Context: an optimization exercise on an open-source flow, tuned for small area. The choices shown serve that exercise and are no tape-out recipe.
Only simulation tests tie the RTL to the original design; equivalence was not proved.
Power figures rest on the tool's default switching activity, not on a simulated workload.

<file path="flow/config.mk">
export PLATFORM = sky130hd
export DESIGN_NAME = clock
export DESIGN_NICKNAME = clock
export VERILOG_FILES = /design/flow/design.v
export SDC_FILE = /design/flow/constraint.sdc
export NUM_CORES = 4
export LEC_CHECK = 0
export CAP_MARGIN = 20
export CORE_MARGIN = 2
export CORE_UTILIZATION = 40
export SLEW_MARGIN = 20
</file>
<file path="flow/constraint.sdc">
create_clock -name core_clock -period 30.0 [get_ports {clk_100Mhz}]
set_input_delay 6.0000 -clock core_clock [delete_from_list [all_inputs] [get_ports {clk_100Mhz}]]
set_output_delay 6.0000 -clock core_clock [all_outputs]
set_load 0.01 [all_outputs]
</file>
<file path="flow/design.v">
module frequency_diver (clk_100Mhz,rst,tick_1khz,tick_1hz);
    parameter DIV_FAST = 20'd0;    
    parameter DIV_SLOW = 10'd4;    
    input clk_100Mhz;
    input rst;
    output tick_1khz,tick_1hz;
    reg [20:0] count_temp1,count_temp2;
    reg clk_1khz,clk_1hz;
    assign tick_1khz = (count_temp1 == DIV_FAST) && !clk_1khz;
    assign tick_1hz  = tick_1khz && (count_temp2 == DIV_SLOW) && !clk_1hz;
    always @(posedge clk_100Mhz)
    begin
        if (rst)
        begin
            clk_1khz <= 0; clk_1hz <= 0; count_temp1 <= 0; count_temp2 <= 0;
        end
        else
        begin
            count_temp1 <= count_temp1 + 1;
            if (count_temp1 == DIV_FAST)
            begin
                clk_1khz <= ~clk_1khz;
                count_temp1 <= 0;
            end
            if (tick_1khz)
            begin
                count_temp2 <= count_temp2 + 1;
                if (count_temp2 == DIV_SLOW)
                begin
                    clk_1hz <= ~clk_1hz;
                    count_temp2 <= 0;
                end
            end
        end
    end
endmodule
module time_change (clk_100Mhz,rst,tick_1hz,count,mode,led1,hour_change,minute_change,alarm_en,count_alarm);
    input clk_100Mhz,rst,tick_1hz,mode,hour_change,minute_change,alarm_en;
    output led1;
    output [20:0] count;
    output [20:0] count_alarm;
    reg led1;
    reg [20:0] count;
    reg [20:0] count_alarm;
    always @(posedge clk_100Mhz)
    begin
        if (rst)
        begin
            count <= 0; count_alarm <= 0;
        end
        else if (tick_1hz)
        case (alarm_en)
            1'b0:  
            begin
                case ({hour_change,minute_change})
                    2'b00:  
                        if (count < 20'd86400) count <= count+1;
                        else count <= 0;
                    2'b01:  
                        if(count < 20'd86400) count <= count + 6'd60;
                        else count <= count - 20'd86340;
                    2'b10:  
                        if(count < 20'd82800) count <= count + 12'd3600;
                        else count <= count - 20'd82800;
                    2'b11:  
                        count <= count;
                endcase
            end
            1'b1:  
            begin
                case ({hour_change,minute_change})
                    2'b00:
                        if (count_alarm < 20'd86400) count_alarm <= count_alarm+1;
                        else count_alarm <= 0;
                    2'b01:
                        if(count_alarm < 20'd86400) count_alarm <= count_alarm + 6'd60;
                        else count_alarm <= count_alarm - 20'd86340;
                    2'b10:
                        if(count_alarm < 20'd82800) count_alarm <= count_alarm + 12'd3600;
                        else count_alarm <= count_alarm - 20'd82800;
                    2'b11:
                        count_alarm <= count_alarm;
                endcase
            end
        endcase
    end
    always @(posedge clk_100Mhz)
    begin
        if (rst) led1 <= 0;
        else if (tick_1hz)
        begin
            if (mode==1 && count>=20'd43200) led1<=1;
            else led1<=0;
        end
    end
endmodule
module get_current_time (count,mode,hour1,hour0,min1,min0,sec1,sec0,alarm_en,count_alarm);
    input [20:0] count;
    input [20:0] count_alarm;
    input mode;
    input alarm_en;
    output [3:0] hour1,hour0,min1,min0,sec1,sec0;
    reg [3:0] hour1,hour0,min1,min0,sec1,sec0;
    reg [20:0] count_12;
    always @(*)
    begin
        if (alarm_en==1) count_12 = count_alarm;
        else if(mode==1) count_12 = count %20'd43200;
        else count_12 = count;
    end
    always @(*)
    begin
        sec0 = count_12%60%10;
        sec1 = count_12%60/10;
        min0 = count_12/60%60%10;
        min1 = count_12/60%60/10;
        hour0 = count_12/3600%10;
        hour1 = count_12/3600/10;
    end
endmodule
module get_number (temp,numbers);
    input [3:0] temp;
    output [7:0] numbers;
    reg [7:0] number_s;
    assign numbers = number_s;
    always @(*)
        case(temp)
            4'd0: number_s = 8'b00000011;
            4'd1: number_s = 8'b10011111;
            4'd2: number_s = 8'b00100101;
            4'd3: number_s = 8'b00001101;
            4'd4: number_s = 8'b10011001;
            4'd5: number_s = 8'b01001001;
            4'd6: number_s = 8'b01000001;
            4'd7: number_s = 8'b00011111;
            4'd8: number_s = 8'b00000001;
            4'd9: number_s = 8'b00011001;
            default: number_s = 8'b11111111;
        endcase
endmodule
module zhengdian(clk_100Mhz, rst, tick_1hz, count, led2);
    input clk_100Mhz, rst, tick_1hz;
    input[20:0] count;
    output led2;
    reg led2;
    reg[4:0] clock_number;
    always@(posedge clk_100Mhz)
    if (rst)
        begin
            clock_number <= 0; led2 <= 0;
        end
    else if (tick_1hz)
        begin
            if(clock_number == 0)
                case(count)
                    17'd3598:  clock_number <= 2;
                    17'd7196:  clock_number <= 4;
                    17'd10794: clock_number <= 6;
                    17'd14392: clock_number <= 8;
                    17'd17990: clock_number <= 10;
                    17'd21588: clock_number <= 12;
                    17'd25186: clock_number <= 14;
                    17'd28784: clock_number <= 16;
                    17'd32382: clock_number <= 18;
                    17'd35980: clock_number <= 20;
                    17'd39578: clock_number <= 22;
                endcase
            else
                begin
                    led2 <= ~led2;
                    clock_number <= clock_number - 1;
                end
        end
endmodule
module alarm (clk_100Mhz,rst,tick_1hz,count,count_alarm,led3);
    input clk_100Mhz,rst,tick_1hz;
    input [20:0] count;
    input [20:0] count_alarm;
    output led3;
    reg led3;
    reg [5:0] count_led3;
    always @(posedge clk_100Mhz)
    begin
        if (rst)
        begin
            led3 <= 0; count_led3 <= 0;
        end
        else if (tick_1hz)
        begin
            if (count+2==count_alarm)  count_led3 <= 60;
            if (count_led3>0)
            begin
                led3 <= ~led3;
                count_led3 <= count_led3 - 1;
            end
        end
    end
endmodule
module clock (clk_100Mhz,rst,minute_change,hour_change,mode,select,number,led1,led2,alarm_en,led3);
    input clk_100Mhz;  
    input rst;         
    input minute_change,hour_change,mode;
    input alarm_en;
    output [7:0] select,number;
    output led1,led2,led3;
    wire [20:0] count;
    wire [20:0] count_alarm;
    wire led1;
    wire led2;
    wire led3;
    wire tick_1khz,tick_1hz;
    reg [7:0] select;
    reg [7:0] number;
    wire [3:0] hour1,hour0,min1,min0,sec1,sec0;
    frequency_diver fre(clk_100Mhz,rst,tick_1khz,tick_1hz);
    time_change change(clk_100Mhz,rst,tick_1hz,count,mode,led1,hour_change,minute_change,alarm_en,count_alarm);
    get_current_time get(count,mode,hour1,hour0,min1,min0,sec1,sec0,alarm_en,count_alarm);
    wire [7:0] number0,number1,number2,number3,number4,number5;
    get_number s0(sec0,number0);
    get_number s1(sec1,number1);
    get_number m0(min0,number2);
    get_number m1(min1,number3);
    get_number h0(hour0,number4);
    get_number h1(hour1,number5);
    reg [2:0] flag;
    always @(posedge clk_100Mhz)
        if (rst) flag <= 0;
        else if (tick_1khz) flag <= flag+1;
    always @(*)
    begin
        case (flag)
            3'd0: begin select = 8'b1111_1110; number = number0; end
            3'd1: begin select = 8'b1111_1101; number = number1; end
            3'd2: begin select = 8'b1111_1011; number = number2; end
            3'd3: begin select = 8'b1111_0111; number = number3; end
            3'd4: begin select = 8'b1110_1111; number = number4; end
            3'd5: begin select = 8'b1101_1111; number = number5; end
            3'd6: begin select = 8'b1011_1111; number = 8'b1111_1111; end
            default: begin select = 8'b0111_1111; number = 8'b1111_1111; end
        endcase
    end
    zhengdian shan(clk_100Mhz, rst, tick_1hz, count, led2);
    alarm zhong(clk_100Mhz,rst,tick_1hz,count,count_alarm,led3);
endmodule
</file>
<file path="flow/run.sh">
#!/bin/bash
# synth_recipe.tcl (not shown) runs the flow's synth.tcl, then flattens the netlist and writes it again
# the make line also repeats each setting of config.mk as NAME=value (left out here)
make -C /OpenROAD-flow-scripts/flow DESIGN_CONFIG=/design/flow/config.mk WORK_HOME=/design/flow/orfs CLKGATE_MAP_FILE= SYNTH_SCRIPT=/design/flow/synth_recipe.tcl finish
</file>
==> flow_metrics.py <==
metrics = {
    "synth": {
        "netlist_area_sq_um": 21300,
        "yosys_most_used_dff": "dfxtp_1",
        "synth-edff-count": 0,
        "ys_async_sr_fraction_pct": 0,
        "ys_seq_elements": 103,
        "synth_cell_types": 151,
        "avgSynthCellArea_sq_um": 7.01,
        "syn_inst": 3034,
        "syn_nets": 3135,
        "synth_seq_area_share_pct": 9.69,
        "yosysWarnings": 7,
    },
    "die": {
        "boundaryPins": 25,
        "core_area_sq_um": 52600,
        "die-area_sq_um": 55000,
        "start_util_pct": 40.5,
        "num_rows": 84,
        "die-height_um": 235,
        "fp.dieW_um": 235,
    },
    "placement": {
        "portBuffers": 23,
        "placed_cell_area_sq_um": 21600,
        "place_hpwl_mm": 54.9,
        "routabilityCongestion": 0.947,
        "placed_cells": 3604,
    },
    "timing": {
        "slew_headroom_pct": 32.6,
        "setup_viol": 0,
        "worst_pin_slew_ns": 1.00,
        "drv_slew": 0,
        "max_freq_ghz": 0.0364,
        "post-route-period-util_pct": 91.6,
        "final.setup.tns_ns": 0,
        "fin_skew_ns": 0.0111,
        "period_minus_slack_ns": 27.48,
        "rsz0062_at_grt": "no",
        "holdWs_ns": 0.459,
        "hold_viol": 0,
    },
    "clock_network": {
        "cts_buffer_depth": 2,
        "cts_tree": "built",
        "postCtsSetupBuffers": 0,
        "clock_latency_ns": 0.38,
        "cts.sinks": 103,
        "cts_made_buffers": 9,
        "postCtsHoldBufs": 0,
        "cts_resized": 0,
        "clkTransAtPathRegs_ns": 0.08,
        "ctsHtreeMaxLevel": 3,
        "cts_root_buf": "clkbuf_16",
    },
    "critical_path": {
        "worst_path_largest_cell_delay_ns": 0.82,
        "worst_ep_arrival_time_ns": 21.48,
        "start_kind": "flip-flop",
        "crit_top_cell": "a21oi_1",
        "critPathRequiredTime_ns": 24.00,
        "cp_max_fo": 22,
        "end_kind": "primary output",
        "cp_slowest_cell": "dfxtp_1",
        "crit_type": "flip-flop to primary output",
    },
    "cells_and_area": {
        "stdcell_area_sq_um": 21900,
        "area_growth_syn_to_layout_pct": 3.13,
        "multi_input_area_sq_um": 17900,
        "fillers": 5542,
        "drive_gt1_share_pct": 8.59,
        "antenna_cells": 0,
        "final-seq-area_sq_um": 2060,
        "final_nets": 3029,
        "fin_cells": 3621,
    },
    "drt": {
        "wirelength_mm": 71.9,
        "ant_nets": 0,
        "first_pass_iters": 6,
        "vias": 23400,
        "drc": 0,
        "wire_per_inst_um": 19.9,
        "drt_iter0_markers": 2282,
        "post_drt_via_cell_ratio": 6.47,
    },
    "flow_run": {
        "max_cap_viol_count": 0,
    },
    "power": {
        "power.share.clock_pct": 19.7,
        "finalPower_mw": 0.655,
        "p_leak_nw": 7.94,
        "pwr_density_cell_nw_per_um2": 29.9,
        "switching_power_mw": 0.312,
        "p_comb_share_pct": 59.0,
        "swShare_pct": 47.6,
        "seqPwrFrac_pct": 21.3,
        "p_int_mw": 0.344,
        "irDropWorstVdd_v": 0.0000348,
    },
    "status": {
        "outcome": "complete, no violations",
    },
    "grt": {
        "grt_max_degree": 64,
        "track_usage_pct": 24.7,
        "gr-total-overflow": 0,
        "grt_pass1_wl_mm": 116,
        "grt_antenna_before_repair": 0,
        "first_global_vias": 21500,
    },
    "worst_hold_path": {
        "hold_path_class": "flip-flop to flip-flop",
    },
}
metrics by stage:
step / utilization (%) / setup slack (ns)
2_1_floorplan: - / 8.09
3_3_place_gp: 41.1 / 3.98
3_5_place_dp: 41.1 / 3.31
4_1_cts: 41.7 / 2.87
5_1_grt: 41.8 / 0.745
6_report: 41.8 / 2.52
path summary, 6_finish.rpt:
path	from	end	slack [ns]	cells past startpoint
worst max-delay path	change.count[4]	number[4]	2.52	63
worst min register to register	fre.clk_1hz	fre.clk_1hz	0.46	2
worst min-delay path	fre.clk_1hz	fre.clk_1hz	0.46	2
worst max register to register	change.count[12]	change.count[16]	24.53	18
power by group through the flow:
stage	clock [mW]	sequential, mW	combinational, mW
finish	0.129	0.140	0.387
global route	0.136	0.140	0.428
CTS	0.131	0.140	0.380
detailed placement	0	0.143	0.377
global placement	0	0.143	0.370
floorplan	0	0.142	0.299
sequential cells by signal, summed over array words and instances (netlist names):
| register | flops |
|---|---|
| zhong.led3 | 1 |
| shan.led2 | 1 |
| fre.count_temp2 | 21 |
| change.led1 | 1 |
| fre.count_temp1 | 21 |
| change.count_alarm | 21 |
| shan.clock_number | 5 |
| change.count | 21 |
| flag | 3 |
| fre.clk_1hz | 1 |
| fre.clk_1khz | 1 |
| zhong.count_led3 | 6 |
layout by cell type (no fill, tap or decap), types with 27 or more instances in the layout:
cell	count
a211oi_1	34
a21o_1	40
a21oi_1	208
a22oi_1	37
a31oi_1	58
and2_1	33
and3_1	55
buf_4	33
dfxtp_1	103
ha_1	95
inv_1	82
mux2i_1	42
nand2_1	290
nand2b_1	37
nand3_1	102
nand4_1	34
nor2_1	310
nor3_1	112
nor4_1	32
o211ai_1	47
o21a_1	40
o21ai_0	196
o21ai_1	37
o22ai_1	27
or3_1	29
xnor2_1	137
xor2_1	80
layout make-up:
type / count / share of cell area [%]
Timing Repair Buffer: 57 / 2.17
Clock buffer: 9 / 1.03
Tap cell: 688 / 3.92
Inverter: 89 / 1.55
Sequential cell: 103 / 9.40
Multi-Input combinational cell: 2668 / 81.5
Clock inverter: 7 / 0.428
worst max-delay path, delay by kind of cell, from the launching register on:
kind	cells	cell delay, ns
adders and majority gates	2	0.80
DFF	1	0.82
buffers and inverters	5	1.43
and+or+nand+nor	18	5.05
AOI/OAI and AO/OA	33	10.69
muxes	5	2.25
cell families after synthesis:
| family | Yosys count | share of synthesized area (%) |
|---|---|---|
| other | 1 | 0.0176 |
| DFF | 103 | 9.69 |
| and+or+nand+nor | 1212 | 28.9 |
| muxes | 74 | 3.93 |
| AOI/OAI and AO/OA | 1061 | 36.0 |
| adders and majority gates | 97 | 5.68 |
| xor gates and xnor gates | 223 | 9.45 |
| buffers and inverters | 263 | 6.29 |
cell usage after synthesis, drive strengths merged (74+ instances only):
library cell | instances | area share, %
nor2 | 314 | 5.6
nand2 | 294 | 5.2
o21ai | 240 | 5.8
a21oi | 216 | 5.3
xnor2 | 141 | 6.0
nor3 | 119 | 2.9
nand3 | 106 | 2.6
dfxtp | 103 | 9.7
clkbuf | 99 | 1.8
ha | 95 | 5.6
inv | 87 | 1.6
xor2 | 82 | 3.4
buf | 74 | 2.9
layer usage:
layer	routed length, um	GRT usage, %	up-vias	part of all wire, %
met5	0	0	-	0
met2	31800	39.2	902	44
li1	-	-	11200	-
met3	4520	1.82	122	6.3
met4	1630	6.19	0	2.3
met1	34000	35.9	11200	47

static timing again, ports no longer ideal:
In the flow no input, the clock included, has a driving cell. The finished layout below was timed again as built, in two steps. Step 1 sets driving cells, clkbuf_16 on the clock port and buf_2 on the other inputs (assumed; they add their load-dependent delay and slew). Step 2 adds t to the input delays and takes it off the output delays; t is the mean of the earliest and latest rising clock arrival at the registers after step 1. Input paths then give back, and output paths get back, about the clock's delay inside the block. a / b / c = no drivers / after step 1 / after step 2; a / b = the first two.
t (ns): 0.418
setup slack, ns: 2.520 / 2.473 / 2.891
latest minus earliest clock arrival (ns): 0.011 / 0.011
After both steps setup and hold are still met in this run. For this run, drivers alone change the setup slack by -0.047 ns; drivers and shift together by +0.371 ns.
